Source: an optimization exercise on an open RTL-to-GDS flow (aim: small area). Production flows keep margins and buffers that such runs may drop.
The RTL of this run was laid out without a check of its function.
No activity file was given, so power comes from the tool's default toggle rates.

--- design/flow/flow/run.sh ---
#!/bin/bash
# Own layout flow: the standard layout (standard.sh: ORFS synthesis through finish),
# with the smallest buffer (buf_1) as the buffer on every input and output port.
set -euo pipefail
cd "$(dirname "$0")/.."
export BUFFER_PORTS_ARGS="-buffer_cell sky130_fd_sc_hd__buf_1"
bash standard.sh > flow_standard.log 2>&1
--- design/flow/standard.sh ---
#!/bin/bash
# synth_recipe.tcl (not shown) runs the flow's synth.tcl, then flattens the netlist and writes it again
# the make line also repeats each setting of config.mk as NAME=value (left out here)
make -C /OpenROAD-flow-scripts/flow DESIGN_CONFIG=/design/flow/config.mk WORK_HOME=/design/flow/orfs CLKGATE_MAP_FILE= SYNTH_SCRIPT=/design/flow/synth_recipe.tcl "${@:-finish}"
--- design/flow/config.mk ---
export PLATFORM = sky130hd
export DESIGN_NAME = conv_layer
export DESIGN_NICKNAME = conv_layer
export VERILOG_FILES = /design/flow/design.v
export SDC_FILE = /design/flow/constraint.sdc
export NUM_CORES = 8
export LEC_CHECK = 0
export CAP_MARGIN = 10
export CORE_MARGIN = 2
export CORE_UTILIZATION = 65
export CTS_BUF_LIST = sky130_fd_sc_hd__clkbuf_8 sky130_fd_sc_hd__clkbuf_16
export CTS_CLUSTER_DIAMETER = 100
export CTS_CLUSTER_SIZE = 20
export SLEW_MARGIN = 10
export SYNTH_HIERARCHICAL = 1
export SYNTH_MINIMUM_KEEP_SIZE = 0
--- design/flow/constraint.sdc ---
create_clock -name core_clock -period 7.0 [get_ports {clk}]
set_input_delay 1.4000 -clock core_clock [delete_from_list [all_inputs] [get_ports {clk}]]
set_output_delay 1.4000 -clock core_clock [all_outputs]
set_load 0.01 [all_outputs]
--- design/flow/design.v ---
module cv_fa(a, b, c, s, co);
input a, b, c;
output s, co;
assign s = a ^ b ^ c;
assign co = (a & b) | (a & c) | (b & c);
endmodule
module cv_ha(a, b, s, co);
input a, b;
output s, co;
assign s = a ^ b;
assign co = a & b;
endmodule
module cv_xn(a, b, y);
input a, b;
output y;
assign y = ~(a ^ b);
endmodule
module conv_layer(out, activations, weights, clk, rst);
output reg [255:0] out;
input [63:0] activations;
input [63:0] weights;
input clk, rst;
reg [63:0] w_r;
reg [7:0] one [0:3];   
reg [7:0] two [0:3];   
reg [7:0] neg [0:3];   
reg [6:0] c;
reg s1, s2, v;
reg first;   
reg [23:0] acc [0:15];
reg [0:0] cr [0:15];
reg [15:0] sh [0:15];
wire ld_sh = (c == 7'd0);         
wire ld_out = (c == 7'd6) & v;     
wire [23:0] kinit = s2 ? 24'd7929856 : 24'd2359296;
always @(posedge clk) begin
  w_r <= weights;
  s2 <= s1;
  first <= !rst | (c == 7'd107) | s1;
  if (!rst) begin
    c <= 7'd0;
    s1 <= 1'b1;
    v <= 1'b0;
  end else begin
    c <= (c == 7'd107) ? 7'd0 : c + 7'd1;
    s1 <= 1'b0;
    if (c == 7'd107) v <= 1'b1;
  end
end
wire [7:0] nz [0:3];
wire [7:0] negn [0:3];
genvar p, j, i;
generate
for (p = 0; p < 4; p = p + 1) begin : enc
  wire [16:0] ax = {activations[16*p +: 16], 1'b0};
  for (j = 0; j < 8; j = j + 1) begin : dig
    always @(posedge clk) begin
      one[p][j] <= ax[2*j+1] ^ ax[2*j];
      two[p][j] <= (ax[2*j+2] & ~ax[2*j+1] & ~ax[2*j]) | (~ax[2*j+2] & ax[2*j+1] & ax[2*j]);
      neg[p][j] <= ax[2*j+2];
    end
    assign nz[p][j] = one[p][j] | two[p][j];
    assign negn[p][j] = ~neg[p][j];
  end
end
for (i = 0; i < 16; i = i + 1) begin : lane
  localparam integer F = i / 4, P = i % 4;
  wire [15:0] w = w_r[16*F +: 16];
  wire [23:0] accfb = first ? kinit : acc[i];
  wire [0:0] crfb = first ? 1'd0 : cr[i];
  wire [23:0] sum;
  wire [0:0] cout;
  wire p1;
  wire q2;
  wire p3;
  wire q4;
  wire p5;
  wire q6;
  wire p7;
  wire q8;
  wire p9;
  wire q10;
  wire p11;
  wire q12;
  wire p13;
  wire q14;
  wire p15;
  wire q16;
  wire p17;
  wire q18;
  wire p19;
  wire q20;
  wire p21;
  wire q22;
  wire p23;
  wire q24;
  wire p25;
  wire q26;
  wire p27;
  wire q28;
  wire p29;
  wire q30;
  wire p31;
  wire q32;
  wire p33;
  wire q34;
  wire p35;
  wire q36;
  wire p37;
  wire q38;
  wire p39;
  wire q40;
  wire p41;
  wire q42;
  wire p43;
  wire q44;
  wire p45;
  wire q46;
  wire p47;
  wire q48;
  wire p49;
  wire q50;
  wire p51;
  wire q52;
  wire p53;
  wire q54;
  wire p55;
  wire q56;
  wire p57;
  wire q58;
  wire p59;
  wire q60;
  wire p61;
  wire q62;
  wire p63;
  wire q64;
  wire p65;
  wire q66;
  wire p67;
  wire q68;
  wire p69;
  wire q70;
  wire p71;
  wire q72;
  wire p73;
  wire q74;
  wire p75;
  wire q76;
  wire p77;
  wire q78;
  wire p79;
  wire q80;
  wire p81;
  wire q82;
  wire p83;
  wire q84;
  wire p85;
  wire q86;
  wire p87;
  wire q88;
  wire p89;
  wire q90;
  wire p91;
  wire q92;
  wire p93;
  wire q94;
  wire p95;
  wire q96;
  wire p97;
  wire q98;
  wire p99;
  wire q100;
  wire p101;
  wire q102;
  wire p103;
  wire q104;
  wire p105;
  wire q106;
  wire p107;
  wire q108;
  wire p109;
  wire q110;
  wire p111;
  wire q112;
  wire p113;
  wire q114;
  wire p115;
  wire q116;
  wire p117;
  wire q118;
  wire p119;
  wire q120;
  wire p121;
  wire q122;
  wire p123;
  wire q124;
  wire p125;
  wire q126;
  wire p127;
  wire q128;
  wire p129;
  wire q130;
  wire p131;
  wire q132;
  wire p133;
  wire q134;
  wire p135;
  wire q136;
  wire p137;
  wire q138;
  wire p139;
  wire q140;
  wire p141;
  wire q142;
  wire p143;
  wire q144;
  wire p145;
  wire q146;
  wire p147;
  wire q148;
  wire p149;
  wire q150;
  wire p151;
  wire q152;
  wire p153;
  wire q154;
  wire p155;
  wire q156;
  wire p157;
  wire q158;
  wire p159;
  wire q160;
  wire p161;
  wire q162;
  wire p163;
  wire q164;
  wire p165;
  wire q166;
  wire p167;
  wire q168;
  wire p169;
  wire q170;
  wire p171;
  wire q172;
  wire p173;
  wire q174;
  wire p175;
  wire q176;
  wire p177;
  wire q178;
  wire p179;
  wire q180;
  wire p181;
  wire q182;
  wire p183;
  wire q184;
  wire p185;
  wire q186;
  wire p187;
  wire q188;
  wire p189;
  wire q190;
  wire p191;
  wire q192;
  wire p193;
  wire q194;
  wire p195;
  wire q196;
  wire p197;
  wire q198;
  wire p199;
  wire q200;
  wire p201;
  wire q202;
  wire p203;
  wire q204;
  wire p205;
  wire q206;
  wire p207;
  wire q208;
  wire p209;
  wire q210;
  wire p211;
  wire q212;
  wire p213;
  wire q214;
  wire p215;
  wire q216;
  wire p217;
  wire q218;
  wire p219;
  wire q220;
  wire p221;
  wire q222;
  wire p223;
  wire q224;
  wire p225;
  wire q226;
  wire p227;
  wire q228;
  wire p229;
  wire q230;
  wire p231;
  wire q232;
  wire p233;
  wire q234;
  wire p235;
  wire q236;
  wire p237;
  wire q238;
  wire p239;
  wire q240;
  wire s241;
  wire c242;
  wire s243;
  wire c244;
  wire s245;
  wire c246;
  wire s247;
  wire c248;
  wire s249;
  wire c250;
  wire s251;
  wire c252;
  wire s253;
  wire c254;
  wire s255;
  wire c256;
  wire s257;
  wire c258;
  wire s259;
  wire c260;
  wire s261;
  wire c262;
  wire s263;
  wire c264;
  wire s265;
  wire c266;
  wire s267;
  wire c268;
  wire s269;
  wire c270;
  wire s271;
  wire c272;
  wire s273;
  wire c274;
  wire s275;
  wire c276;
  wire s277;
  wire c278;
  wire s279;
  wire c280;
  wire s281;
  wire c282;
  wire s283;
  wire c284;
  wire s285;
  wire c286;
  wire s287;
  wire c288;
  wire s289;
  wire c290;
  wire s291;
  wire c292;
  wire s293;
  wire c294;
  wire s295;
  wire c296;
  wire s297;
  wire c298;
  wire s299;
  wire c300;
  wire s301;
  wire c302;
  wire s303;
  wire c304;
  wire s305;
  wire c306;
  wire s307;
  wire c308;
  wire s309;
  wire c310;
  wire s311;
  wire c312;
  wire s313;
  wire c314;
  wire s315;
  wire c316;
  wire s317;
  wire c318;
  wire s319;
  wire c320;
  wire s321;
  wire c322;
  wire s323;
  wire c324;
  wire s325;
  wire c326;
  wire s327;
  wire c328;
  wire s329;
  wire c330;
  wire s331;
  wire c332;
  wire s333;
  wire c334;
  wire s335;
  wire c336;
  wire s337;
  wire c338;
  wire s339;
  wire c340;
  wire s341;
  wire c342;
  wire s343;
  wire c344;
  wire s345;
  wire c346;
  wire s347;
  wire c348;
  wire s349;
  wire c350;
  wire s351;
  wire c352;
  wire s353;
  wire c354;
  wire s355;
  wire c356;
  wire s357;
  wire c358;
  wire s359;
  wire c360;
  wire s361;
  wire c362;
  wire s363;
  wire c364;
  wire s365;
  wire c366;
  wire s367;
  wire c368;
  wire s369;
  wire c370;
  wire s371;
  wire c372;
  wire s373;
  wire c374;
  wire s375;
  wire c376;
  wire s377;
  wire c378;
  wire s379;
  wire c380;
  wire s381;
  wire c382;
  wire s383;
  wire c384;
  wire s385;
  wire c386;
  wire s387;
  wire c388;
  wire s389;
  wire c390;
  wire s391;
  wire c392;
  wire s393;
  wire c394;
  wire s395;
  wire c396;
  wire s397;
  wire c398;
  wire s399;
  wire c400;
  wire s401;
  wire c402;
  wire s403;
  wire c404;
  wire s405;
  wire c406;
  wire s407;
  wire c408;
  wire s409;
  wire c410;
  wire s411;
  wire c412;
  wire s413;
  wire c414;
  wire s415;
  wire c416;
  wire s417;
  wire c418;
  wire s419;
  wire c420;
  wire s421;
  wire c422;
  wire s423;
  wire c424;
  wire s425;
  wire c426;
  wire s427;
  wire c428;
  wire s429;
  wire c430;
  wire s431;
  wire c432;
  wire s433;
  wire c434;
  wire s435;
  wire c436;
  wire s437;
  wire c438;
  wire s439;
  wire c440;
  wire s441;
  wire c442;
  wire s443;
  wire c444;
  wire s445;
  wire c446;
  wire s447;
  wire c448;
  wire s449;
  wire c450;
  wire s451;
  wire c452;
  wire s453;
  wire c454;
  wire s455;
  wire c456;
  wire s457;
  wire c458;
  wire s459;
  wire c460;
  wire s461;
  wire c462;
  wire s463;
  wire c464;
  wire s465;
  wire c466;
  wire s467;
  wire c468;
  wire s469;
  wire c470;
  wire s471;
  wire c472;
  wire s473;
  wire c474;
  wire s475;
  wire c476;
  wire s477;
  wire c478;
  wire s479;
  wire c480;
  wire s481;
  wire c482;
  wire s483;
  wire c484;
  wire s485;
  wire c486;
  wire s487;
  wire c488;
  wire s489;
  wire c490;
  wire s491;
  wire c492;
  wire s493;
  wire c494;
  wire s495;
  wire c496;
  wire s497;
  wire c498;
  wire s499;
  wire c500;
  wire s501;
  wire c502;
  wire s503;
  wire c504;
  wire s505;
  wire c506;
  wire s507;
  wire c508;
  wire s509;
  wire c510;
  wire s511;
  wire c512;
  wire s513;
  wire c514;
  wire s515;
  wire c516;
  wire s517;
  wire c518;
  assign q2 = ~(one[P][0] & w[0]);
  cv_xn up1 (.a(q2), .b(neg[P][0]), .y(p1));
  assign q4 = ~((one[P][0] & w[1]) | (two[P][0] & w[0]));
  cv_xn up3 (.a(q4), .b(neg[P][0]), .y(p3));
  assign q6 = ~((one[P][0] & w[2]) | (two[P][0] & w[1]));
  cv_xn up5 (.a(q6), .b(neg[P][0]), .y(p5));
  assign q8 = ~((one[P][0] & w[3]) | (two[P][0] & w[2]));
  cv_xn up7 (.a(q8), .b(neg[P][0]), .y(p7));
  assign q10 = ~((one[P][0] & w[4]) | (two[P][0] & w[3]));
  cv_xn up9 (.a(q10), .b(neg[P][0]), .y(p9));
  assign q12 = ~((one[P][0] & w[5]) | (two[P][0] & w[4]));
  cv_xn up11 (.a(q12), .b(neg[P][0]), .y(p11));
  assign q14 = ~((one[P][0] & w[6]) | (two[P][0] & w[5]));
  cv_xn up13 (.a(q14), .b(neg[P][0]), .y(p13));
  assign q16 = ~((one[P][0] & w[7]) | (two[P][0] & w[6]));
  cv_xn up15 (.a(q16), .b(neg[P][0]), .y(p15));
  assign q18 = ~((one[P][0] & w[8]) | (two[P][0] & w[7]));
  cv_xn up17 (.a(q18), .b(neg[P][0]), .y(p17));
  assign q20 = ~((one[P][0] & w[9]) | (two[P][0] & w[8]));
  cv_xn up19 (.a(q20), .b(neg[P][0]), .y(p19));
  assign q22 = ~((one[P][0] & w[10]) | (two[P][0] & w[9]));
  cv_xn up21 (.a(q22), .b(neg[P][0]), .y(p21));
  assign q24 = ~((one[P][0] & w[11]) | (two[P][0] & w[10]));
  cv_xn up23 (.a(q24), .b(neg[P][0]), .y(p23));
  assign q26 = ~((one[P][0] & w[12]) | (two[P][0] & w[11]));
  cv_xn up25 (.a(q26), .b(neg[P][0]), .y(p25));
  assign q28 = ~((one[P][0] & w[13]) | (two[P][0] & w[12]));
  cv_xn up27 (.a(q28), .b(neg[P][0]), .y(p27));
  assign q30 = ~((one[P][0] & w[14]) | (two[P][0] & w[13]));
  cv_xn up29 (.a(q30), .b(neg[P][0]), .y(p29));
  assign q32 = ~((one[P][0] & w[15]) | (two[P][0] & w[14]));
  cv_xn up31 (.a(q32), .b(neg[P][0]), .y(p31));
  assign q34 = ~(nz[P][0] & w[15]);
  cv_xn up33 (.a(q34), .b(negn[P][0]), .y(p33));
  assign q36 = ~(one[P][1] & w[0]);
  cv_xn up35 (.a(q36), .b(neg[P][1]), .y(p35));
  assign q38 = ~((one[P][1] & w[1]) | (two[P][1] & w[0]));
  cv_xn up37 (.a(q38), .b(neg[P][1]), .y(p37));
  assign q40 = ~((one[P][1] & w[2]) | (two[P][1] & w[1]));
  cv_xn up39 (.a(q40), .b(neg[P][1]), .y(p39));
  assign q42 = ~((one[P][1] & w[3]) | (two[P][1] & w[2]));
  cv_xn up41 (.a(q42), .b(neg[P][1]), .y(p41));
  assign q44 = ~((one[P][1] & w[4]) | (two[P][1] & w[3]));
  cv_xn up43 (.a(q44), .b(neg[P][1]), .y(p43));
  assign q46 = ~((one[P][1] & w[5]) | (two[P][1] & w[4]));
  cv_xn up45 (.a(q46), .b(neg[P][1]), .y(p45));
  assign q48 = ~((one[P][1] & w[6]) | (two[P][1] & w[5]));
  cv_xn up47 (.a(q48), .b(neg[P][1]), .y(p47));
  assign q50 = ~((one[P][1] & w[7]) | (two[P][1] & w[6]));
  cv_xn up49 (.a(q50), .b(neg[P][1]), .y(p49));
  assign q52 = ~((one[P][1] & w[8]) | (two[P][1] & w[7]));
  cv_xn up51 (.a(q52), .b(neg[P][1]), .y(p51));
  assign q54 = ~((one[P][1] & w[9]) | (two[P][1] & w[8]));
  cv_xn up53 (.a(q54), .b(neg[P][1]), .y(p53));
  assign q56 = ~((one[P][1] & w[10]) | (two[P][1] & w[9]));
  cv_xn up55 (.a(q56), .b(neg[P][1]), .y(p55));
  assign q58 = ~((one[P][1] & w[11]) | (two[P][1] & w[10]));
  cv_xn up57 (.a(q58), .b(neg[P][1]), .y(p57));
  assign q60 = ~((one[P][1] & w[12]) | (two[P][1] & w[11]));
  cv_xn up59 (.a(q60), .b(neg[P][1]), .y(p59));
  assign q62 = ~((one[P][1] & w[13]) | (two[P][1] & w[12]));
  cv_xn up61 (.a(q62), .b(neg[P][1]), .y(p61));
  assign q64 = ~((one[P][1] & w[14]) | (two[P][1] & w[13]));
  cv_xn up63 (.a(q64), .b(neg[P][1]), .y(p63));
  assign q66 = ~((one[P][1] & w[15]) | (two[P][1] & w[14]));
  cv_xn up65 (.a(q66), .b(neg[P][1]), .y(p65));
  assign q68 = ~(nz[P][1] & w[15]);
  cv_xn up67 (.a(q68), .b(negn[P][1]), .y(p67));
  assign q70 = ~(one[P][2] & w[0]);
  cv_xn up69 (.a(q70), .b(neg[P][2]), .y(p69));
  assign q72 = ~((one[P][2] & w[1]) | (two[P][2] & w[0]));
  cv_xn up71 (.a(q72), .b(neg[P][2]), .y(p71));
  assign q74 = ~((one[P][2] & w[2]) | (two[P][2] & w[1]));
  cv_xn up73 (.a(q74), .b(neg[P][2]), .y(p73));
  assign q76 = ~((one[P][2] & w[3]) | (two[P][2] & w[2]));
  cv_xn up75 (.a(q76), .b(neg[P][2]), .y(p75));
  assign q78 = ~((one[P][2] & w[4]) | (two[P][2] & w[3]));
  cv_xn up77 (.a(q78), .b(neg[P][2]), .y(p77));
  assign q80 = ~((one[P][2] & w[5]) | (two[P][2] & w[4]));
  cv_xn up79 (.a(q80), .b(neg[P][2]), .y(p79));
  assign q82 = ~((one[P][2] & w[6]) | (two[P][2] & w[5]));
  cv_xn up81 (.a(q82), .b(neg[P][2]), .y(p81));
  assign q84 = ~((one[P][2] & w[7]) | (two[P][2] & w[6]));
  cv_xn up83 (.a(q84), .b(neg[P][2]), .y(p83));
  assign q86 = ~((one[P][2] & w[8]) | (two[P][2] & w[7]));
  cv_xn up85 (.a(q86), .b(neg[P][2]), .y(p85));
  assign q88 = ~((one[P][2] & w[9]) | (two[P][2] & w[8]));
  cv_xn up87 (.a(q88), .b(neg[P][2]), .y(p87));
  assign q90 = ~((one[P][2] & w[10]) | (two[P][2] & w[9]));
  cv_xn up89 (.a(q90), .b(neg[P][2]), .y(p89));
  assign q92 = ~((one[P][2] & w[11]) | (two[P][2] & w[10]));
  cv_xn up91 (.a(q92), .b(neg[P][2]), .y(p91));
  assign q94 = ~((one[P][2] & w[12]) | (two[P][2] & w[11]));
  cv_xn up93 (.a(q94), .b(neg[P][2]), .y(p93));
  assign q96 = ~((one[P][2] & w[13]) | (two[P][2] & w[12]));
  cv_xn up95 (.a(q96), .b(neg[P][2]), .y(p95));
  assign q98 = ~((one[P][2] & w[14]) | (two[P][2] & w[13]));
  cv_xn up97 (.a(q98), .b(neg[P][2]), .y(p97));
  assign q100 = ~((one[P][2] & w[15]) | (two[P][2] & w[14]));
  cv_xn up99 (.a(q100), .b(neg[P][2]), .y(p99));
  assign q102 = ~(nz[P][2] & w[15]);
  cv_xn up101 (.a(q102), .b(negn[P][2]), .y(p101));
  assign q104 = ~(one[P][3] & w[0]);
  cv_xn up103 (.a(q104), .b(neg[P][3]), .y(p103));
  assign q106 = ~((one[P][3] & w[1]) | (two[P][3] & w[0]));
  cv_xn up105 (.a(q106), .b(neg[P][3]), .y(p105));
  assign q108 = ~((one[P][3] & w[2]) | (two[P][3] & w[1]));
  cv_xn up107 (.a(q108), .b(neg[P][3]), .y(p107));
  assign q110 = ~((one[P][3] & w[3]) | (two[P][3] & w[2]));
  cv_xn up109 (.a(q110), .b(neg[P][3]), .y(p109));
  assign q112 = ~((one[P][3] & w[4]) | (two[P][3] & w[3]));
  cv_xn up111 (.a(q112), .b(neg[P][3]), .y(p111));
  assign q114 = ~((one[P][3] & w[5]) | (two[P][3] & w[4]));
  cv_xn up113 (.a(q114), .b(neg[P][3]), .y(p113));
  assign q116 = ~((one[P][3] & w[6]) | (two[P][3] & w[5]));
  cv_xn up115 (.a(q116), .b(neg[P][3]), .y(p115));
  assign q118 = ~((one[P][3] & w[7]) | (two[P][3] & w[6]));
  cv_xn up117 (.a(q118), .b(neg[P][3]), .y(p117));
  assign q120 = ~((one[P][3] & w[8]) | (two[P][3] & w[7]));
  cv_xn up119 (.a(q120), .b(neg[P][3]), .y(p119));
  assign q122 = ~((one[P][3] & w[9]) | (two[P][3] & w[8]));
  cv_xn up121 (.a(q122), .b(neg[P][3]), .y(p121));
  assign q124 = ~((one[P][3] & w[10]) | (two[P][3] & w[9]));
  cv_xn up123 (.a(q124), .b(neg[P][3]), .y(p123));
  assign q126 = ~((one[P][3] & w[11]) | (two[P][3] & w[10]));
  cv_xn up125 (.a(q126), .b(neg[P][3]), .y(p125));
  assign q128 = ~((one[P][3] & w[12]) | (two[P][3] & w[11]));
  cv_xn up127 (.a(q128), .b(neg[P][3]), .y(p127));
  assign q130 = ~((one[P][3] & w[13]) | (two[P][3] & w[12]));
  cv_xn up129 (.a(q130), .b(neg[P][3]), .y(p129));
  assign q132 = ~((one[P][3] & w[14]) | (two[P][3] & w[13]));
  cv_xn up131 (.a(q132), .b(neg[P][3]), .y(p131));
  assign q134 = ~((one[P][3] & w[15]) | (two[P][3] & w[14]));
  cv_xn up133 (.a(q134), .b(neg[P][3]), .y(p133));
  assign q136 = ~(nz[P][3] & w[15]);
  cv_xn up135 (.a(q136), .b(negn[P][3]), .y(p135));
  assign q138 = ~(one[P][4] & w[0]);
  cv_xn up137 (.a(q138), .b(neg[P][4]), .y(p137));
  assign q140 = ~((one[P][4] & w[1]) | (two[P][4] & w[0]));
  cv_xn up139 (.a(q140), .b(neg[P][4]), .y(p139));
  assign q142 = ~((one[P][4] & w[2]) | (two[P][4] & w[1]));
  cv_xn up141 (.a(q142), .b(neg[P][4]), .y(p141));
  assign q144 = ~((one[P][4] & w[3]) | (two[P][4] & w[2]));
  cv_xn up143 (.a(q144), .b(neg[P][4]), .y(p143));
  assign q146 = ~((one[P][4] & w[4]) | (two[P][4] & w[3]));
  cv_xn up145 (.a(q146), .b(neg[P][4]), .y(p145));
  assign q148 = ~((one[P][4] & w[5]) | (two[P][4] & w[4]));
  cv_xn up147 (.a(q148), .b(neg[P][4]), .y(p147));
  assign q150 = ~((one[P][4] & w[6]) | (two[P][4] & w[5]));
  cv_xn up149 (.a(q150), .b(neg[P][4]), .y(p149));
  assign q152 = ~((one[P][4] & w[7]) | (two[P][4] & w[6]));
  cv_xn up151 (.a(q152), .b(neg[P][4]), .y(p151));
  assign q154 = ~((one[P][4] & w[8]) | (two[P][4] & w[7]));
  cv_xn up153 (.a(q154), .b(neg[P][4]), .y(p153));
  assign q156 = ~((one[P][4] & w[9]) | (two[P][4] & w[8]));
  cv_xn up155 (.a(q156), .b(neg[P][4]), .y(p155));
  assign q158 = ~((one[P][4] & w[10]) | (two[P][4] & w[9]));
  cv_xn up157 (.a(q158), .b(neg[P][4]), .y(p157));
  assign q160 = ~((one[P][4] & w[11]) | (two[P][4] & w[10]));
  cv_xn up159 (.a(q160), .b(neg[P][4]), .y(p159));
  assign q162 = ~((one[P][4] & w[12]) | (two[P][4] & w[11]));
  cv_xn up161 (.a(q162), .b(neg[P][4]), .y(p161));
  assign q164 = ~((one[P][4] & w[13]) | (two[P][4] & w[12]));
  cv_xn up163 (.a(q164), .b(neg[P][4]), .y(p163));
  assign q166 = ~((one[P][4] & w[14]) | (two[P][4] & w[13]));
  cv_xn up165 (.a(q166), .b(neg[P][4]), .y(p165));
  assign q168 = ~((one[P][4] & w[15]) | (two[P][4] & w[14]));
  cv_xn up167 (.a(q168), .b(neg[P][4]), .y(p167));
  assign q170 = ~(one[P][5] & w[0]);
  cv_xn up169 (.a(q170), .b(neg[P][5]), .y(p169));
  assign q172 = ~((one[P][5] & w[1]) | (two[P][5] & w[0]));
  cv_xn up171 (.a(q172), .b(neg[P][5]), .y(p171));
  assign q174 = ~((one[P][5] & w[2]) | (two[P][5] & w[1]));
  cv_xn up173 (.a(q174), .b(neg[P][5]), .y(p173));
  assign q176 = ~((one[P][5] & w[3]) | (two[P][5] & w[2]));
  cv_xn up175 (.a(q176), .b(neg[P][5]), .y(p175));
  assign q178 = ~((one[P][5] & w[4]) | (two[P][5] & w[3]));
  cv_xn up177 (.a(q178), .b(neg[P][5]), .y(p177));
  assign q180 = ~((one[P][5] & w[5]) | (two[P][5] & w[4]));
  cv_xn up179 (.a(q180), .b(neg[P][5]), .y(p179));
  assign q182 = ~((one[P][5] & w[6]) | (two[P][5] & w[5]));
  cv_xn up181 (.a(q182), .b(neg[P][5]), .y(p181));
  assign q184 = ~((one[P][5] & w[7]) | (two[P][5] & w[6]));
  cv_xn up183 (.a(q184), .b(neg[P][5]), .y(p183));
  assign q186 = ~((one[P][5] & w[8]) | (two[P][5] & w[7]));
  cv_xn up185 (.a(q186), .b(neg[P][5]), .y(p185));
  assign q188 = ~((one[P][5] & w[9]) | (two[P][5] & w[8]));
  cv_xn up187 (.a(q188), .b(neg[P][5]), .y(p187));
  assign q190 = ~((one[P][5] & w[10]) | (two[P][5] & w[9]));
  cv_xn up189 (.a(q190), .b(neg[P][5]), .y(p189));
  assign q192 = ~((one[P][5] & w[11]) | (two[P][5] & w[10]));
  cv_xn up191 (.a(q192), .b(neg[P][5]), .y(p191));
  assign q194 = ~((one[P][5] & w[12]) | (two[P][5] & w[11]));
  cv_xn up193 (.a(q194), .b(neg[P][5]), .y(p193));
  assign q196 = ~((one[P][5] & w[13]) | (two[P][5] & w[12]));
  cv_xn up195 (.a(q196), .b(neg[P][5]), .y(p195));
  assign q198 = ~(one[P][6] & w[0]);
  cv_xn up197 (.a(q198), .b(neg[P][6]), .y(p197));
  assign q200 = ~((one[P][6] & w[1]) | (two[P][6] & w[0]));
  cv_xn up199 (.a(q200), .b(neg[P][6]), .y(p199));
  assign q202 = ~((one[P][6] & w[2]) | (two[P][6] & w[1]));
  cv_xn up201 (.a(q202), .b(neg[P][6]), .y(p201));
  assign q204 = ~((one[P][6] & w[3]) | (two[P][6] & w[2]));
  cv_xn up203 (.a(q204), .b(neg[P][6]), .y(p203));
  assign q206 = ~((one[P][6] & w[4]) | (two[P][6] & w[3]));
  cv_xn up205 (.a(q206), .b(neg[P][6]), .y(p205));
  assign q208 = ~((one[P][6] & w[5]) | (two[P][6] & w[4]));
  cv_xn up207 (.a(q208), .b(neg[P][6]), .y(p207));
  assign q210 = ~((one[P][6] & w[6]) | (two[P][6] & w[5]));
  cv_xn up209 (.a(q210), .b(neg[P][6]), .y(p209));
  assign q212 = ~((one[P][6] & w[7]) | (two[P][6] & w[6]));
  cv_xn up211 (.a(q212), .b(neg[P][6]), .y(p211));
  assign q214 = ~((one[P][6] & w[8]) | (two[P][6] & w[7]));
  cv_xn up213 (.a(q214), .b(neg[P][6]), .y(p213));
  assign q216 = ~((one[P][6] & w[9]) | (two[P][6] & w[8]));
  cv_xn up215 (.a(q216), .b(neg[P][6]), .y(p215));
  assign q218 = ~((one[P][6] & w[10]) | (two[P][6] & w[9]));
  cv_xn up217 (.a(q218), .b(neg[P][6]), .y(p217));
  assign q220 = ~((one[P][6] & w[11]) | (two[P][6] & w[10]));
  cv_xn up219 (.a(q220), .b(neg[P][6]), .y(p219));
  assign q222 = ~(one[P][7] & w[0]);
  cv_xn up221 (.a(q222), .b(neg[P][7]), .y(p221));
  assign q224 = ~((one[P][7] & w[1]) | (two[P][7] & w[0]));
  cv_xn up223 (.a(q224), .b(neg[P][7]), .y(p223));
  assign q226 = ~((one[P][7] & w[2]) | (two[P][7] & w[1]));
  cv_xn up225 (.a(q226), .b(neg[P][7]), .y(p225));
  assign q228 = ~((one[P][7] & w[3]) | (two[P][7] & w[2]));
  cv_xn up227 (.a(q228), .b(neg[P][7]), .y(p227));
  assign q230 = ~((one[P][7] & w[4]) | (two[P][7] & w[3]));
  cv_xn up229 (.a(q230), .b(neg[P][7]), .y(p229));
  assign q232 = ~((one[P][7] & w[5]) | (two[P][7] & w[4]));
  cv_xn up231 (.a(q232), .b(neg[P][7]), .y(p231));
  assign q234 = ~((one[P][7] & w[6]) | (two[P][7] & w[5]));
  cv_xn up233 (.a(q234), .b(neg[P][7]), .y(p233));
  assign q236 = ~((one[P][7] & w[7]) | (two[P][7] & w[6]));
  cv_xn up235 (.a(q236), .b(neg[P][7]), .y(p235));
  assign q238 = ~((one[P][7] & w[8]) | (two[P][7] & w[7]));
  cv_xn up237 (.a(q238), .b(neg[P][7]), .y(p237));
  assign q240 = ~((one[P][7] & w[9]) | (two[P][7] & w[8]));
  cv_xn up239 (.a(q240), .b(neg[P][7]), .y(p239));
  cv_fa us241 (.a(neg[P][0]), .b(accfb[0]), .c(p1), .s(s241), .co(c242));
  cv_fa us243 (.a(accfb[1]), .b(p3), .c(c242), .s(s243), .co(c244));
  cv_fa us245 (.a(neg[P][1]), .b(accfb[2]), .c(p35), .s(s245), .co(c246));
  cv_fa us247 (.a(p5), .b(s245), .c(c244), .s(s247), .co(c248));
  cv_fa us249 (.a(accfb[3]), .b(p37), .c(p7), .s(s249), .co(c250));
  cv_fa us251 (.a(c246), .b(s249), .c(c248), .s(s251), .co(c252));
  cv_fa us253 (.a(neg[P][2]), .b(accfb[4]), .c(p39), .s(s253), .co(c254));
  cv_fa us255 (.a(p69), .b(p9), .c(s253), .s(s255), .co(c256));
  cv_fa us257 (.a(c250), .b(s255), .c(c252), .s(s257), .co(c258));
  cv_fa us259 (.a(accfb[5]), .b(p11), .c(p41), .s(s259), .co(c260));
  cv_fa us261 (.a(p71), .b(c254), .c(s259), .s(s261), .co(c262));
  cv_ha us263 (.a(c256), .b(s261), .s(s263), .co(c264));
  cv_fa us265 (.a(neg[P][3]), .b(accfb[6]), .c(p103), .s(s265), .co(c266));
  cv_fa us267 (.a(p13), .b(p43), .c(p73), .s(s267), .co(c268));
  cv_fa us269 (.a(s265), .b(c260), .c(s267), .s(s269), .co(c270));
  cv_fa us271 (.a(c262), .b(s269), .c(c264), .s(s271), .co(c272));
  cv_fa us273 (.a(accfb[7]), .b(p105), .c(p15), .s(s273), .co(c274));
  cv_fa us275 (.a(p45), .b(p75), .c(c266), .s(s275), .co(c276));
  cv_fa us277 (.a(c268), .b(s273), .c(s275), .s(s277), .co(c278));
  cv_fa us279 (.a(c270), .b(s277), .c(c272), .s(s279), .co(c280));
  cv_fa us281 (.a(neg[P][4]), .b(accfb[8]), .c(p107), .s(s281), .co(c282));
  cv_fa us283 (.a(p137), .b(p17), .c(p47), .s(s283), .co(c284));
  cv_fa us285 (.a(p77), .b(s281), .c(c274), .s(s285), .co(c286));
  cv_fa us287 (.a(s283), .b(c276), .c(s285), .s(s287), .co(c288));
  cv_fa us289 (.a(c278), .b(s287), .c(c280), .s(s289), .co(c290));
  cv_fa us291 (.a(accfb[9]), .b(p109), .c(p139), .s(s291), .co(c292));
  cv_fa us293 (.a(p19), .b(p49), .c(p79), .s(s293), .co(c294));
  cv_fa us295 (.a(c282), .b(c284), .c(s291), .s(s295), .co(c296));
  cv_fa us297 (.a(s293), .b(c286), .c(s295), .s(s297), .co(c298));
  cv_fa us299 (.a(c288), .b(s297), .c(c290), .s(s299), .co(c300));
  cv_fa us301 (.a(neg[P][5]), .b(accfb[10]), .c(p111), .s(s301), .co(c302));
  cv_fa us303 (.a(p141), .b(p169), .c(p21), .s(s303), .co(c304));
  cv_fa us305 (.a(p51), .b(p81), .c(s301), .s(s305), .co(c306));
  cv_fa us307 (.a(c292), .b(c294), .c(s303), .s(s307), .co(c308));
  cv_fa us309 (.a(s305), .b(c296), .c(s307), .s(s309), .co(c310));
  cv_ha us311 (.a(c298), .b(s309), .s(s311), .co(c312));
  cv_fa us313 (.a(accfb[11]), .b(p113), .c(p143), .s(s313), .co(c314));
  cv_fa us315 (.a(p171), .b(p23), .c(p53), .s(s315), .co(c316));
  cv_fa us317 (.a(p83), .b(c302), .c(c304), .s(s317), .co(c318));
  cv_fa us319 (.a(s313), .b(s315), .c(c306), .s(s319), .co(c320));
  cv_fa us321 (.a(s317), .b(c308), .c(s319), .s(s321), .co(c322));
  cv_fa us323 (.a(c310), .b(c312), .c(s321), .s(s323), .co(c324));
  cv_fa us325 (.a(neg[P][6]), .b(accfb[12]), .c(p115), .s(s325), .co(c326));
  cv_fa us327 (.a(p145), .b(p173), .c(p197), .s(s327), .co(c328));
  cv_fa us329 (.a(p25), .b(p55), .c(p85), .s(s329), .co(c330));
  cv_fa us331 (.a(s325), .b(c314), .c(c316), .s(s331), .co(c332));
  cv_fa us333 (.a(s327), .b(s329), .c(c318), .s(s333), .co(c334));
  cv_fa us335 (.a(s331), .b(c320), .c(s333), .s(s335), .co(c336));
  cv_fa us337 (.a(c322), .b(s335), .c(c324), .s(s337), .co(c338));
  cv_fa us339 (.a(accfb[13]), .b(p117), .c(p147), .s(s339), .co(c340));
  cv_fa us341 (.a(p175), .b(p199), .c(p27), .s(s341), .co(c342));
  cv_fa us343 (.a(p57), .b(p87), .c(c326), .s(s343), .co(c344));
  cv_fa us345 (.a(c328), .b(c330), .c(s339), .s(s345), .co(c346));
  cv_fa us347 (.a(s341), .b(s343), .c(c332), .s(s347), .co(c348));
  cv_fa us349 (.a(s345), .b(c334), .c(s347), .s(s349), .co(c350));
  cv_fa us351 (.a(c336), .b(s349), .c(c338), .s(s351), .co(c352));
  cv_fa us353 (.a(neg[P][7]), .b(accfb[14]), .c(p119), .s(s353), .co(c354));
  cv_fa us355 (.a(p149), .b(p177), .c(p201), .s(s355), .co(c356));
  cv_fa us357 (.a(p221), .b(p29), .c(p59), .s(s357), .co(c358));
  cv_fa us359 (.a(p89), .b(s353), .c(c340), .s(s359), .co(c360));
  cv_fa us361 (.a(c342), .b(s355), .c(s357), .s(s361), .co(c362));
  cv_fa us363 (.a(c344), .b(c346), .c(s359), .s(s363), .co(c364));
  cv_fa us365 (.a(s361), .b(c348), .c(s363), .s(s365), .co(c366));
  cv_ha us367 (.a(c350), .b(s365), .s(s367), .co(c368));
  cv_fa us369 (.a(accfb[15]), .b(p121), .c(p151), .s(s369), .co(c370));
  cv_fa us371 (.a(p179), .b(p203), .c(p223), .s(s371), .co(c372));
  cv_fa us373 (.a(p31), .b(p61), .c(p91), .s(s373), .co(c374));
  cv_fa us375 (.a(c354), .b(c356), .c(c358), .s(s375), .co(c376));
  cv_fa us377 (.a(s369), .b(s371), .c(s373), .s(s377), .co(c378));
  cv_fa us379 (.a(c360), .b(c362), .c(s375), .s(s379), .co(c380));
  cv_fa us381 (.a(s377), .b(c364), .c(s379), .s(s381), .co(c382));
  cv_fa us383 (.a(c366), .b(s381), .c(c368), .s(s383), .co(c384));
  cv_fa us385 (.a(accfb[16]), .b(crfb[0]), .c(p123), .s(s385), .co(c386));
  cv_fa us387 (.a(p153), .b(p181), .c(p205), .s(s387), .co(c388));
  cv_fa us389 (.a(p225), .b(p33), .c(p63), .s(s389), .co(c390));
  cv_fa us391 (.a(p93), .b(s385), .c(c370), .s(s391), .co(c392));
  cv_fa us393 (.a(c372), .b(c374), .c(s387), .s(s393), .co(c394));
  cv_fa us395 (.a(s389), .b(c376), .c(s391), .s(s395), .co(c396));
  cv_fa us397 (.a(c378), .b(s393), .c(c380), .s(s397), .co(c398));
  cv_fa us399 (.a(s395), .b(s397), .c(c382), .s(s399), .co(c400));
  cv_fa us401 (.a(accfb[17]), .b(p125), .c(p155), .s(s401), .co(c402));
  cv_fa us403 (.a(p183), .b(p207), .c(p227), .s(s403), .co(c404));
  cv_fa us405 (.a(p65), .b(p95), .c(c386), .s(s405), .co(c406));
  cv_fa us407 (.a(c388), .b(c390), .c(s401), .s(s407), .co(c408));
  cv_fa us409 (.a(s403), .b(s405), .c(c392), .s(s409), .co(c410));
  cv_fa us411 (.a(c394), .b(s407), .c(s409), .s(s411), .co(c412));
  cv_fa us413 (.a(c396), .b(s411), .c(c398), .s(s413), .co(c414));
  cv_fa us415 (.a(accfb[18]), .b(p127), .c(p157), .s(s415), .co(c416));
  cv_fa us417 (.a(p185), .b(p209), .c(p229), .s(s417), .co(c418));
  cv_fa us419 (.a(p67), .b(p97), .c(c402), .s(s419), .co(c420));
  cv_fa us421 (.a(c404), .b(s415), .c(s417), .s(s421), .co(c422));
  cv_fa us423 (.a(c406), .b(s419), .c(c408), .s(s423), .co(c424));
  cv_fa us425 (.a(s421), .b(c410), .c(s423), .s(s425), .co(c426));
  cv_fa us427 (.a(c412), .b(s425), .c(c414), .s(s427), .co(c428));
  cv_fa us429 (.a(accfb[19]), .b(p129), .c(p159), .s(s429), .co(c430));
  cv_fa us431 (.a(p187), .b(p211), .c(p231), .s(s431), .co(c432));
  cv_fa us433 (.a(p99), .b(c416), .c(c418), .s(s433), .co(c434));
  cv_fa us435 (.a(s429), .b(s431), .c(c420), .s(s435), .co(c436));
  cv_fa us437 (.a(c422), .b(s433), .c(s435), .s(s437), .co(c438));
  cv_fa us439 (.a(c424), .b(s437), .c(c426), .s(s439), .co(c440));
  cv_fa us441 (.a(accfb[20]), .b(p101), .c(p131), .s(s441), .co(c442));
  cv_fa us443 (.a(p161), .b(p189), .c(p213), .s(s443), .co(c444));
  cv_fa us445 (.a(p233), .b(c430), .c(c432), .s(s445), .co(c446));
  cv_fa us447 (.a(s441), .b(s443), .c(c434), .s(s447), .co(c448));
  cv_fa us449 (.a(s445), .b(c436), .c(s447), .s(s449), .co(c450));
  cv_fa us451 (.a(c438), .b(s449), .c(c440), .s(s451), .co(c452));
  cv_fa us453 (.a(accfb[21]), .b(p133), .c(p163), .s(s453), .co(c454));
  cv_fa us455 (.a(p191), .b(p215), .c(p235), .s(s455), .co(c456));
  cv_fa us457 (.a(c442), .b(c444), .c(s453), .s(s457), .co(c458));
  cv_fa us459 (.a(s455), .b(c446), .c(s457), .s(s459), .co(c460));
  cv_fa us461 (.a(c448), .b(s459), .c(c450), .s(s461), .co(c462));
  cv_fa us463 (.a(accfb[22]), .b(p135), .c(p165), .s(s463), .co(c464));
  cv_fa us465 (.a(p193), .b(p217), .c(p237), .s(s465), .co(c466));
  cv_fa us467 (.a(c454), .b(c456), .c(s463), .s(s467), .co(c468));
  cv_fa us469 (.a(s465), .b(c458), .c(s467), .s(s469), .co(c470));
  cv_fa us471 (.a(c460), .b(s469), .c(c462), .s(s471), .co(c472));
  cv_fa us473 (.a(accfb[23]), .b(p167), .c(p195), .s(s473), .co(c474));
  cv_fa us475 (.a(p219), .b(p239), .c(c464), .s(s475), .co(c476));
  cv_fa us477 (.a(c466), .b(s473), .c(s475), .s(s477), .co(c478));
  cv_fa us479 (.a(c468), .b(s477), .c(c470), .s(s479), .co(c480));
  cv_ha us481 (.a(c258), .b(s263), .s(s481), .co(c482));
  cv_ha us483 (.a(s271), .b(c482), .s(s483), .co(c484));
  cv_ha us485 (.a(s279), .b(c484), .s(s485), .co(c486));
  cv_ha us487 (.a(s289), .b(c486), .s(s487), .co(c488));
  cv_ha us489 (.a(s299), .b(c488), .s(s489), .co(c490));
  cv_fa us491 (.a(c300), .b(s311), .c(c490), .s(s491), .co(c492));
  cv_ha us493 (.a(s323), .b(c492), .s(s493), .co(c494));
  cv_ha us495 (.a(s337), .b(c494), .s(s495), .co(c496));
  cv_ha us497 (.a(s351), .b(c496), .s(s497), .co(c498));
  cv_fa us499 (.a(c352), .b(s367), .c(c498), .s(s499), .co(c500));
  cv_ha us501 (.a(s383), .b(c500), .s(s501), .co(c502));
  cv_ha us503 (.a(c384), .b(s399), .s(s503), .co(c504));
  cv_fa us505 (.a(c400), .b(s413), .c(c504), .s(s505), .co(c506));
  cv_ha us507 (.a(s427), .b(c506), .s(s507), .co(c508));
  cv_fa us509 (.a(c428), .b(s439), .c(c508), .s(s509), .co(c510));
  cv_ha us511 (.a(s451), .b(c510), .s(s511), .co(c512));
  cv_fa us513 (.a(c452), .b(s461), .c(c512), .s(s513), .co(c514));
  cv_ha us515 (.a(s471), .b(c514), .s(s515), .co(c516));
  cv_fa us517 (.a(c472), .b(s479), .c(c516), .s(s517), .co(c518));
  assign sum = {s517, s515, s513, s511, s509, s507, s505, s503, s501, s499, s497, s495, s493, s491, s489, s487, s485, s483, s481, s257, s251, s247, s243, s241};
  assign cout = {c502};
  wire rs1;
  wire rc2;
  wire rs3;
  wire rc4;
  wire rs5;
  wire rc6;
  wire rs7;
  wire rc8;
  wire rs9;
  wire rc10;
  wire rs11;
  wire rc12;
  wire rs13;
  wire rc14;
  wire rs15;
  cv_ha urs1 (.a(acc[i][16]), .b(cr[i][0]), .s(rs1), .co(rc2));
  cv_ha urs3 (.a(acc[i][17]), .b(rc2), .s(rs3), .co(rc4));
  cv_ha urs5 (.a(acc[i][18]), .b(rc4), .s(rs5), .co(rc6));
  cv_ha urs7 (.a(acc[i][19]), .b(rc6), .s(rs7), .co(rc8));
  cv_ha urs9 (.a(acc[i][20]), .b(rc8), .s(rs9), .co(rc10));
  cv_ha urs11 (.a(acc[i][21]), .b(rc10), .s(rs11), .co(rc12));
  cv_ha urs13 (.a(acc[i][22]), .b(rc12), .s(rs13), .co(rc14));
  assign rs15 = acc[i][23] ^ rc14;
  wire [15:0] full = {rs15, rs13, rs11, rs9, rs7, rs5, rs3, rs1, acc[i][15], acc[i][14], acc[i][13], acc[i][12], acc[i][11], acc[i][10], acc[i][9], acc[i][8]};
  always @(posedge clk) begin
    acc[i] <= sum;
    cr[i] <= cout;
    if (ld_sh) sh[i] <= full;
    if (ld_out | ~rst) out[16*i +: 16] <= sh[i] & {16{rst}};
  end
end
endgenerate
endmodule
==> impl_metrics.sql <==
INSERT INTO impl_metrics (metric_group, metric, value, unit) VALUES
('clocking', 'cts_hold_repair.buffers', '0', ''),
('final_layout', 'layout.filler_cells', '12200', ''),
('detailed_routing', 'drt_drc_violations_left', '0', ''),
('worst_setup_path', 'cell_with_the_biggest_individual_delay_on_the_critical_path', 'sky130_fd_sc_hd__dfxtp_2', ''),
('final_layout', 'post-route-cell-area', '0.120', 'sq mm'),
('placement', 'port_buffers', '385', ''),
('clocking', 'cts-buffers-inserted', '72', ''),
('grt', 'grt_start_max_net_pins', '128', ''),
('yosys', 'syn_nets', '11500', ''),
('yosys', 'synth_sequential_area_ratio', '24.3', '%'),
('grt', 'grt.total_usage', '45.6', '%'),
('placement', 'place_congestion', '0.997', ''),
('sta', 'worst_hold_slack_across_all_endpoints', '0.347', 'ns'),
('worst_hold_path', 'hold_path_origin', 's1', ''),
('sta', 'final.setup_skew', '0.0521', 'ns'),
('detailed_routing', 'drtPass1Iterations', '7', ''),
('die', 'die_width', '416', 'um'),
('yosys', 'syn_avg_cell_area', '12.2', 'sq um'),
('yosys', 'synth_seq_cells', '1083', ''),
('sta', 'fmaxAchievable', '149', 'MHz'),
('worst_hold_path', 'hold_end', 's2', ''),
('job', 'cap_viol_max_count', '0', ''),
('clocking', 'clock_sink_count', '1083', ''),
('clocking', 'clock_tree_from_tritoncts', 'done', ''),
('final_layout', 'syn2layout_area_growth', '8.36', '%'),
('detailed_routing', 'route.detailed.wl_per_inst', '33.8', 'um'),
('clocking', 'reg_clk_slew_reported_paths', '0.10', 'ns'),
('grt', 'first_global_vias', '84600', ''),
('die', 'rows', '151', ''),
('worst_setup_path', 'cp.required', '7.63', 'ns'),
('yosys', 'warnings_from_yosys', '19', ''),
('clocking', 'postCtsSetupBuffers', '0', ''),
('sta', 'worstMarginPinSlew', '1.19', 'ns'),
('grt', 'grt_antenna_before_repair', '19', ''),
('sta', 'slew_headroom', '20.0', '%'),
('die', 'starting_density', '65.3', '%'),
('die', 'io-pin-count', '386', ''),
('pwr', 'power.ir.vdd_worst', '0.467', 'mV'),
('sta', 'timing.final.hold_violations', '0', ''),
('worst_setup_path', 'worstPathCellList', 'buf_4 -> a22oi_1 -> xnor2_1 -> fa_1 -> fa_1 -> fa_1 -> fa_1 -> fa_1 -> ha_1 -> fa_1 -> ha_1 -> fa_1 -> ha_1 -> fa_1 -> ha_1 -> fa_1', ''),
('sta', 'unrepaired_setup_endpoints_after_global_routing', 'false', ''),
('worst_setup_path', 'critical-path-max-stage-delay', '0.94', 'ns'),
('sta', 'count_of_final_setup_violators', '0', ''),
('die', 'area_of_the_die', '0.173', 'sq mm'),
('pwr', 'cellLeakagePower', '43.9', 'nW'),
('worst_setup_path', 'cp_max_fanout', '15', ''),
('worst_setup_path', 'worstSetupEndpointType', 'flip-flop', ''),
('detailed_routing', 'dr.first_iter.drc_count', '13000', ''),
('yosys', 'unique_masters_post_synth', '35', ''),
('yosys', 'mappedNetlistArea', '0.110', 'sq mm'),
('die', 'die-height', '416', 'um'),
('final_layout', 'layout_commonest_cell', 'sky130_fd_sc_hd__fa_1', ''),
('final_layout', 'postLayoutCoreUtil', '70.8', '%'),
('clocking', 'clock_insertion_delay_worst_skew', '0.77', 'ns'),
('yosys', 'dominantRegCellSynth', 'sky130_fd_sc_hd__dfxtp_1', ''),
('grt', 'total_grt_overflow', '0', ''),
('die', 'coreArea', '0.169', 'sq mm'),
('worst_setup_path', 'timing.rr.start', 'w_r[2]', ''),
('detailed_routing', 'drt-total-wl', '390000', 'um'),
('final_layout', 'drive_gt1_share', '9.42', '%'),
('worst_hold_path', 'min_delay_path_depth', '0', ''),
('placement', 'placedInstanceArea', '0.117', 'sq mm'),
('run_status', 'status', 'complete, no violations', ''),
('clocking', 'clock_tree.htree_level_count', '3', ''),
('clocking', 'root_buffer', 'sky130_fd_sc_hd__clkbuf_16', ''),
('clocking', 'post_cts_resize_count', '0', ''),
('final_layout', 'final_cell_mix', '1968 x sky130_fd_sc_hd__fa_1, 1921 x sky130_fd_sc_hd__xnor2_1, 1728 x sky130_fd_sc_hd__a22oi_1', ''),
('grt', 'grt_pass1_wl', '574000', 'um'),
('pwr', 'post-layout-total-power', '63.6', 'mW'),
('sta', 'final_max_slew_violation_count', '0', ''),
('pwr', 'pwr_density_cell', '532', 'mW/mm^2');
-- Yosys stat by module (local to each module, per instance) --
module | area, sq um | flip-flops and latches | times used
cv_fa | 20.0 | 0 | 1968
cv_xn | 8.76 | 0 | 1920
cv_ha | 12.5 | 0 | 368
conv_layer | 49600 | 1083 | 1
-- kinds of logic after synthesis --
family,Yosys count,synth area share (%)
simple gates,785,4.18
buf+inv,997,3.50
xor+xnor,1967,15.6
flops,1083,24.3
compound gates,1907,12.6
fa+ha+maj,2339,39.9
-- power by group --
group / internal, mW / switching [mW]
Sequential: 10.5 / 1.74
Clock: 1.96 / 2.55
Combinational: 21.7 / 25.1
-- critical path, delay by kind of cell, from the launching register on --
family | cells | cell delay [ns]
AOI/OAI and AO/OA | 1 | 0.12
xor gates and xnor gates | 1 | 0.22
adders and majority gates | 13 | 4.90
buffers and inverters | 1 | 0.35
DFF | 1 | 0.94
-- flip-flops by register name, summed over array words and instances (netlist names), 7 cells and up --
name and count:
acc 384, c 7, cr 16, neg 32, one 32, out 256
sh 256, two 32, w_r 64
-- cell type report --
cell class / instances / area (sq um) / area share [%]
multi-input combinational: 6998 / 79800 / 66.7
sequential: 1083 / 27100 / 22.6
timing repair buffer: 999 / 7460 / 6.23
tap: 2218 / 2780 / 2.32
clock buffer: 73 / 1830 / 1.53
inverter: 100 / 375 / 0.314
clock inverter: 55 / 349 / 0.292
antenna: 12 / 30.0 / 0.0251
-- Yosys cell counts, types with 29 or more instances --
cell | instances | area, sq um
sky130_fd_sc_hd__nand2b_1 | 29 | 181
sky130_fd_sc_hd__o21ai_0 | 174 | 871
sky130_fd_sc_hd__inv_1 | 100 | 375
sky130_fd_sc_hd__buf_1 | 176 | 661
sky130_fd_sc_hd__edfxtp_1 | 512 | 15400
sky130_fd_sc_hd__nor2b_1 | 309 | 1930
sky130_fd_sc_hd__fa_1 | 1968 | 39400
sky130_fd_sc_hd__and2_1 | 256 | 1600
sky130_fd_sc_hd__a22oi_1 | 1728 | 13000
sky130_fd_sc_hd__xor2_1 | 46 | 403
sky130_fd_sc_hd__ha_1 | 371 | 4640
sky130_fd_sc_hd__buf_2 | 74 | 370
sky130_fd_sc_hd__clkbuf_1 | 640 | 2400
sky130_fd_sc_hd__nand2_1 | 129 | 484
sky130_fd_sc_hd__xnor2_1 | 1921 | 16800
sky130_fd_sc_hd__dfxtp_1 | 571 | 11400
-- routing by layer --
layer / share of wire (%) / track usage [%] / vias to the layer above
met2: 39 / 58.0 / 7152
met4: 6.5 / 23.3 / 16
met5: 0.059 / 0.611 / -
met1: 38 / 65.1 / 40600
li1: - / - / 31300
met3: 17 / 20.5 / 1133
-- through the flow --
stage	setup TNS, ns	setup slack (ns)	cells
final	0	0.302	11500
after global routing	0	0.198	11500
after CTS	0	0.446	11500
after detailed placement	0	0.455	11400
after global placement	0	0.535	11400
after floorplan	-201.35	-0.787	9078
-- worst max path at each step --
| stage | from | to | slack, ns | depth (start not counted) |
|---|---|---|---|---|
| after detailed placement | w_r[2] | acc[3][23] | 0.45 | 16 |
| after floorplan | c[5] | sh[0][0] | -0.79 | 2 |
| after CTS | w_r[2] | acc[1][23] | 0.45 | 16 |
| final | w_r[2] | acc[3][23] | 0.30 | 16 |
| after global placement | w_r[2] | acc[2][23] | 0.54 | 17 |
| after global routing | w_r[2] | acc[1][23] | 0.20 | 16 |

==> what the ideal ports hide <==
No port has a modelled driver above. Below, the same layout with a new extraction and two added sets of constraints.
Step 1 assumes that a clkbuf_16 drives the clock port and a buf_2 every other input.
Step 2 adds t to the input delays and takes it off the output delays; t is the mean of the earliest and latest rising clock arrival at the registers after step 1. Input paths then give back, and output paths get back, about the clock's delay inside the block.
Three values: ideal ports, drivers, drivers and shift; two values: the first two.
t, ns: 0.836
setup slack, ns: 0.302 / 0.302 / 0.302
hold slack, ns: 0.347 / 0.347 / 0.347
worst data-port slew with drivers (ns): 0.12
cell pins on the clock port's net: 1
After both steps this run still meets setup and hold. The setup slack of this run moves by 0.000 ns with the drivers and by 0.000 ns with both steps.
